This design comes from an exercise in tuning for small area on the open sky130 flow, not from production work. Only simulation tests tie the RTL to the original design; equivalence was not proved. The flow treats the clock pin as an ideal source. Dropping or thinning the clock tree relies on that and would not hold on a real chip. Power and IR drop assume default switching activity.

// cs42448
module cs42448 #(
	parameter clk_freq = 12288,
	parameter i2c_bps = 400000,
	parameter startup_frames = 512,
	parameter startup_frames2 = 32
)(
	input				sys_clk,
	input				sys_nrst,
	output				CS42xx8_DAC_SDOUT0,
	output				CS42xx8_DAC_SDOUT1,
	output				CS42xx8_DAC_SDOUT2,
	output				CS42xx8_DAC_SDOUT3,
	output				CS42xx8_DAC_SCLK,
	output				CS42xx8_DAC_LRCK,
	input				CS42xx8_ADC_SDIN0,
	input				CS42xx8_ADC_SDIN1,
	input				CS42xx8_ADC_SDIN2,
	output				CS42xx8_ADC_SCLK,
	output				CS42xx8_ADC_LRCK,
	output				CS42xx8_MCLK_EN,
	output				CS42xx8_SCL,
	input				CS42xx8_SDA_I,
	output				CS42xx8_SDA_O,
	output				CS42xx8_SDA_OE,
	output				CS42xx8_nRST
);
Size: about 470 cells after synthesis, ~140 flip-flops, roughly 19 I/O pins, about 4700 um2 of cells after synthesis.
Settings: LEC_CHECK=0, CAP_MARGIN=20, CORE_MARGIN=2, CORE_UTILIZATION=70, PLACE_DENSITY=0.8, SLEW_MARGIN=20; clock period 10.0 ns.
standard.sh (not shown) runs the stock make flow with config.mk's settings and CLKGATE_MAP_FILE= SYNTH_SCRIPT=/design/flow/synth_recipe.tcl, a recipe that flattens the netlist after the stock synthesis.
==> flow/flow/run.sh <==
#!/bin/bash
# Own layout flow: the standard ORFS flow (standard.sh) with
#  - an area-oriented ABC mapping script in synthesis (registers unchanged),
#  - single-drive port buffers,
#  - a one-level clock tree built in the CTS step's PRE hook.
set -euo pipefail
here=$(pwd)
flowdir=$here/flow

# ORFS scripts with the ABC area script replaced
rm -rf "$here/orfs_scripts"
cp -r "$FLOW_HOME/scripts" "$here/orfs_scripts"
cat > "$here/orfs_scripts/abc_area.script" <<'ABC'
strash
dc2
dch -f
amap
topo
dnsize
strash
dc2
dch -f
amap
topo
dnsize
ABC
export SCRIPTS_DIR=$here/orfs_scripts
export ABC_AREA=1
export BUFFER_PORTS_ARGS="-buffer_cell sky130_fd_sc_hd__buf_1"

export MTREE_TCL=$flowdir/mtree.tcl
export MTREE_K=4
export MTREE_BUF=sky130_fd_sc_hd__clkbuf_16
export MTREE_ROOT=""
export PRE_CTS_TCL=$flowdir/pre_cts.tcl

bash standard.sh > standard.log 2>&1
==> flow/flow/mtree.tcl <==
# Manual clock tree: the clock port drives an optional root buffer and K
# clock buffers, each driving the flip-flops of one placement cluster.
# Clusters come from capacity-limited k-means; of several random starts
# the one with the smallest largest estimated load (pin + wire) is kept.
proc mt_cluster { sinks K seed } {
  expr {srand($seed)}
  set n [llength $sinks]
  set cx {}; set cy {}
  for {set k 0} {$k < $K} {incr k} {
    set s [lindex $sinks [expr {int(rand() * $n)}]]
    lappend cx [lindex $s 1]; lappend cy [lindex $s 2]
  }
  set cap [expr {int(ceil(double($n) / $K)) + 3}]
  for {set iter 0} {$iter < 25} {incr iter} {
    set pairs {}
    set i 0
    foreach s $sinks {
      for {set k 0} {$k < $K} {incr k} {
        lappend pairs [list [expr {abs([lindex $s 1] - [lindex $cx $k]) + abs([lindex $s 2] - [lindex $cy $k])}] $i $k]
      }
      incr i
    }
    set assign [lrepeat $n -1]
    set cnt [lrepeat $K 0]
    foreach p [lsort -real -index 0 $pairs] {
      lassign $p d i k
      if {[lindex $assign $i] >= 0 || [lindex $cnt $k] >= $cap} continue
      lset assign $i $k
      lset cnt $k [expr {[lindex $cnt $k] + 1}]
    }
    set sx [lrepeat $K 0.0]; set sy [lrepeat $K 0.0]
    set i 0
    foreach s $sinks {
      set k [lindex $assign $i]
      lset sx $k [expr {[lindex $sx $k] + [lindex $s 1]}]
      lset sy $k [expr {[lindex $sy $k] + [lindex $s 2]}]
      incr i
    }
    for {set k 0} {$k < $K} {incr k} {
      if {[lindex $cnt $k] > 0} {
        lset cx $k [expr {[lindex $sx $k] / [lindex $cnt $k]}]
        lset cy $k [expr {[lindex $sy $k] / [lindex $cnt $k]}]
      }
    }
  }
  # estimated load per cluster, fF: pins plus wire (distances in dbu)
  set load [lrepeat $K 0.0]
  set i 0
  foreach s $sinks {
    set k [lindex $assign $i]
    set d [expr {(abs([lindex $s 1] - [lindex $cx $k]) + abs([lindex $s 2] - [lindex $cy $k])) / 1000.0}]
    lset load $k [expr {[lindex $load $k] + 1.8 + 0.12 * $d}]
    incr i
  }
  set worst 0.0
  foreach l $load { if {$l > $worst} { set worst $l } }
  return [list $worst $assign $cx $cy $cnt]
}

proc manual_clock_tree { K bufname {rootname ""} {tries 40} } {
  set block [ord::get_db_block]
  set db [ord::get_db]
  set clknet [$block findNet sys_clk]
  set sinks {}
  foreach it [$clknet getITerms] {
    set bb [[$it getInst] getBBox]
    lappend sinks [list $it [expr {([$bb xMin] + [$bb xMax]) / 2.0}] [expr {([$bb yMin] + [$bb yMax]) / 2.0}]]
  }
  set best {}
  for {set t 1} {$t <= $tries} {incr t} {
    set r [mt_cluster $sinks $K $t]
    if {$best eq {} || [lindex $r 0] < [lindex $best 0]} { set best $r }
  }
  lassign $best worst assign cx cy cnt
  puts "manual clock tree: largest estimated cluster load $worst fF"
  set src $clknet
  if {$rootname ne ""} {
    set rinst [odb::dbInst_create $block [$db findMaster $rootname] "clkbuf_manual_root"]
    set rnet [odb::dbNet_create $block "clknet_manual_root"]
    $rnet setSigType CLOCK
    [$rinst findITerm A] connect $clknet
    [$rinst findITerm X] connect $rnet
    set mx 0.0; set my 0.0
    foreach x $cx y $cy { set mx [expr {$mx + $x}]; set my [expr {$my + $y}] }
    $rinst setLocation [expr {int($mx / $K)}] [expr {int($my / $K)}]
    $rinst setPlacementStatus PLACED
    set src $rnet
  }
  set master [$db findMaster $bufname]
  for {set k 0} {$k < $K} {incr k} {
    set inst [odb::dbInst_create $block $master "clkbuf_manual_$k"]
    set net [odb::dbNet_create $block "clknet_manual_$k"]
    $net setSigType CLOCK
    [$inst findITerm A] connect $src
    [$inst findITerm X] connect $net
    $inst setLocation [expr {int([lindex $cx $k])}] [expr {int([lindex $cy $k])}]
    $inst setPlacementStatus PLACED
    set i 0
    foreach s $sinks {
      if {[lindex $assign $i] == $k} {
        set it [lindex $s 0]
        $it disconnect
        $it connect $net
      }
      incr i
    }
    puts "manual clock tree: buffer $k drives [lindex $cnt $k] sinks"
  }
}
==> flow/flow/pre_cts.tcl <==
# Replaces TritonCTS with a one-level clock tree: the clock port drives
# a few large clock buffers, each driving the flip-flops of one
# placement cluster (see mtree.tcl). The rest of the CTS step (legalizing,
# timing repair) runs as usual.
source $::env(MTREE_TCL)
manual_clock_tree $::env(MTREE_K) $::env(MTREE_BUF) $::env(MTREE_ROOT)
rename clock_tree_synthesis tritoncts_unused
proc clock_tree_synthesis { args } {
  puts "clock tree built by pre_cts.tcl; clock_tree_synthesis $args skipped"
}
Then changed:
--- a/flow/config.mk
+++ b/flow/config.mk
@@ -10,2 +10 @@
-export CORE_UTILIZATION = 70
-export PLACE_DENSITY = 0.8
+export CORE_UTILIZATION = 60
=>
- power falls by 1.4%
- maximum frequency rises by 7.7%
- wire length falls by 14%
- worst setup slack improved by 0.33 ns
- area after synthesis does not change
- first-iteration DRC count falls by 6.6%
- register-to-register slack improved by 0.59 ns
- combinational power falls by about 4%
- die area rises by 16%
- sequential power falls by about 0.8%
- via count falls by 6.9%
Then changed:
--- a/flow/flow/run.sh
+++ b/flow/flow/run.sh
@@ -5 +5 @@
-#  - a one-level clock tree built in the CTS step's PRE hook.
+#  - a one-level clock tree built in the CTS step's PRE hook (optional).
@@ -31,5 +31,10 @@
-export MTREE_TCL=$flowdir/mtree.tcl
-export MTREE_K=4
-export MTREE_BUF=sky130_fd_sc_hd__clkbuf_16
-export MTREE_ROOT=""
-export PRE_CTS_TCL=$flowdir/pre_cts.tcl
+MODE=manual
+if [[ $MODE == manual ]]; then
+  export MTREE_TCL=$flowdir/mtree.tcl
+  export MTREE_K=${MTREE_K:-5}
+  export MTREE_BUF=${MTREE_BUF:-sky130_fd_sc_hd__clkbuf_16}
+  export MTREE_ROOT=${MTREE_ROOT:-sky130_fd_sc_hd__clkbuf_4}
+  export PRE_CTS_TCL=$flowdir/pre_cts.tcl
+else
+  export CTS_ARGS="-sink_clustering_enable -repair_clock_nets -buf_list sky130_fd_sc_hd__clkbuf_8 -dont_use_dummy_load"
+fi
Critical path depth does not change; design area increases by 0.66%; worst hold slack hardly moves; synthesized area stays the same; total power increases by 3.3%; clock skew increases by 0.012 ns; routed wire length decreases by 0.66%; worst setup slack degrades by 0.29 ns.
Then changed:
--- a/flow/flow/run.sh
+++ b/flow/flow/run.sh
@@ -5 +5 @@
-#  - a one-level clock tree built in the CTS step's PRE hook (optional).
+#  - a one-level clock tree built in the CTS step's PRE hook.
@@ -31,10 +31,5 @@
-MODE=manual
-if [[ $MODE == manual ]]; then
-  export MTREE_TCL=$flowdir/mtree.tcl
-  export MTREE_K=${MTREE_K:-5}
-  export MTREE_BUF=${MTREE_BUF:-sky130_fd_sc_hd__clkbuf_16}
-  export MTREE_ROOT=${MTREE_ROOT:-sky130_fd_sc_hd__clkbuf_4}
-  export PRE_CTS_TCL=$flowdir/pre_cts.tcl
-else
-  export CTS_ARGS="-sink_clustering_enable -repair_clock_nets -buf_list sky130_fd_sc_hd__clkbuf_8 -dont_use_dummy_load"
-fi
+export MTREE_TCL=$flowdir/mtree.tcl
+export MTREE_K=4
+export MTREE_BUF=sky130_fd_sc_hd__clkbuf_16
+export MTREE_ROOT=""
+export PRE_CTS_TCL=$flowdir/pre_cts.tcl
--- a/flow/config.mk
+++ b/flow/config.mk
@@ -10,0 +11 @@
+export PLACE_DENSITY = 0.75
Worst setup slack improves by 0.36 ns.
Via count is lower slightly.
Utilization decreases by 0.43 points.
Power falls by a few percent.
Hold slack gets worse by 0.0084 ns.
Die area does not change.
Sequential power is about the same.
Sequential cell count stays the same.
Then changed:
--- a/flow/flow/run.sh
+++ b/flow/flow/run.sh
@@ -32 +31,0 @@
-export MTREE_K=4
@@ -34 +33,2 @@
-export MTREE_ROOT=""
+export MTREE_ROOT=sky130_fd_sc_hd__clkbuf_4
+export MTREE_MAX_SLEW=0.122
--- a/flow/flow/mtree.tcl
+++ b/flow/flow/mtree.tcl
@@ -109,0 +110,37 @@
+
+# Undo manual_clock_tree: flip-flops back on the clock port's net, the
+# buffers and their nets removed.
+proc manual_clock_tree_undo { } {
+  set block [ord::get_db_block]
+  set clknet [$block findNet sys_clk]
+  foreach inst [$block getInsts] {
+    if {![string match "clkbuf_manual_*" [$inst getName]]} continue
+    set onet [[$inst findITerm X] getNet]
+    foreach it [$onet getITerms] {
+      if {[$it getInst] eq $inst} continue
+      if {[string match "clkbuf_manual_*" [[$it getInst] getName]]} {
+        $it disconnect
+        continue
+      }
+      $it disconnect
+      $it connect $clknet
+    }
+  }
+  foreach inst [$block getInsts] {
+    if {![string match "clkbuf_manual_*" [$inst getName]]} continue
+    set onet [[$inst findITerm X] getNet]
+    odb::dbInst_destroy $inst
+    odb::dbNet_destroy $onet
+  }
+}
+
+# Worst slew at a flip-flop clock pin, from placement parasitics.
+proc manual_clock_tree_worst_slew { } {
+  estimate_parasitics -placement
+  set worst 0.0
+  foreach pin [get_pins -hier */CLK] {
+    set s [get_property $pin slew_max]
+    if {$s > $worst} { set worst $s }
+  }
+  return $worst
+}
==> flow/flow/pre_cts.tcl (replaced) <==
source $::env(MTREE_TCL)
manual_clock_tree 4 $::env(MTREE_BUF) ""
detailed_placement
set_propagated_clock [all_clocks]
set mt_worst [manual_clock_tree_worst_slew]
puts "manual clock tree: 4 buffers, worst estimated clock-pin slew $mt_worst"
if {$mt_worst > $::env(MTREE_MAX_SLEW)} {
  manual_clock_tree_undo
  manual_clock_tree 5 $::env(MTREE_BUF) $::env(MTREE_ROOT)
  detailed_placement
  set mt_worst [manual_clock_tree_worst_slew]
  puts "manual clock tree: 5 buffers and a root, worst estimated clock-pin slew $mt_worst"
}
unset_propagated_clock [all_clocks]
rename clock_tree_synthesis tritoncts_unused
proc clock_tree_synthesis { args } {
  puts "clock tree built by pre_cts.tcl; clock_tree_synthesis $args skipped"
}
--- a/flow/config.mk
+++ b/flow/config.mk
@@ -11 +10,0 @@
-export PLACE_DENSITY = 0.75
Synthesized area does not change.
Combinational power stays flat.
Die area is unchanged.
Wire length shrinks by 4.2%.
Setup slack degrades by 0.064 ns.
In every run of this note, the design's own scripts or RTL, not TritonCTS, make the clock network.

-- port drivers added, routing unchanged --
The results above use ideal ports. As a check the final layouts listed here were re-extracted and re-timed, cells and wires unchanged. Step 1, drivers: a clkbuf_16 drives sys_clk and a buf_2 each remaining input, both assumed. Step 2 also shifts input and output timing later by t, the mid clock arrival at the registers, as if the neighbouring blocks saw the same clock. a / b / c = no drivers / after step 1 / after step 2; a / b = the first two.
run	shift t [ns]	setup slack, ns	worst hold slack (ns)	pins driven straight from the clock port
the first run	0.249	5.354 / 5.354 / 5.354	0.335 / 0.335 / 0.335	4
the second run	0.249	5.686 / 5.611 / 5.860	0.338 / 0.338 / 0.338	4
the third run	0.488	5.391 / 5.362 / 5.850	0.335 / 0.335 / 0.335	1
the fourth run	0.250	5.750 / 5.674 / 5.919	0.327 / 0.327 / 0.327	4
the fifth run	0.249	5.686 / 5.611 / 5.860	0.338 / 0.338 / 0.338	4
After both steps setup and hold are still met in every run listed.
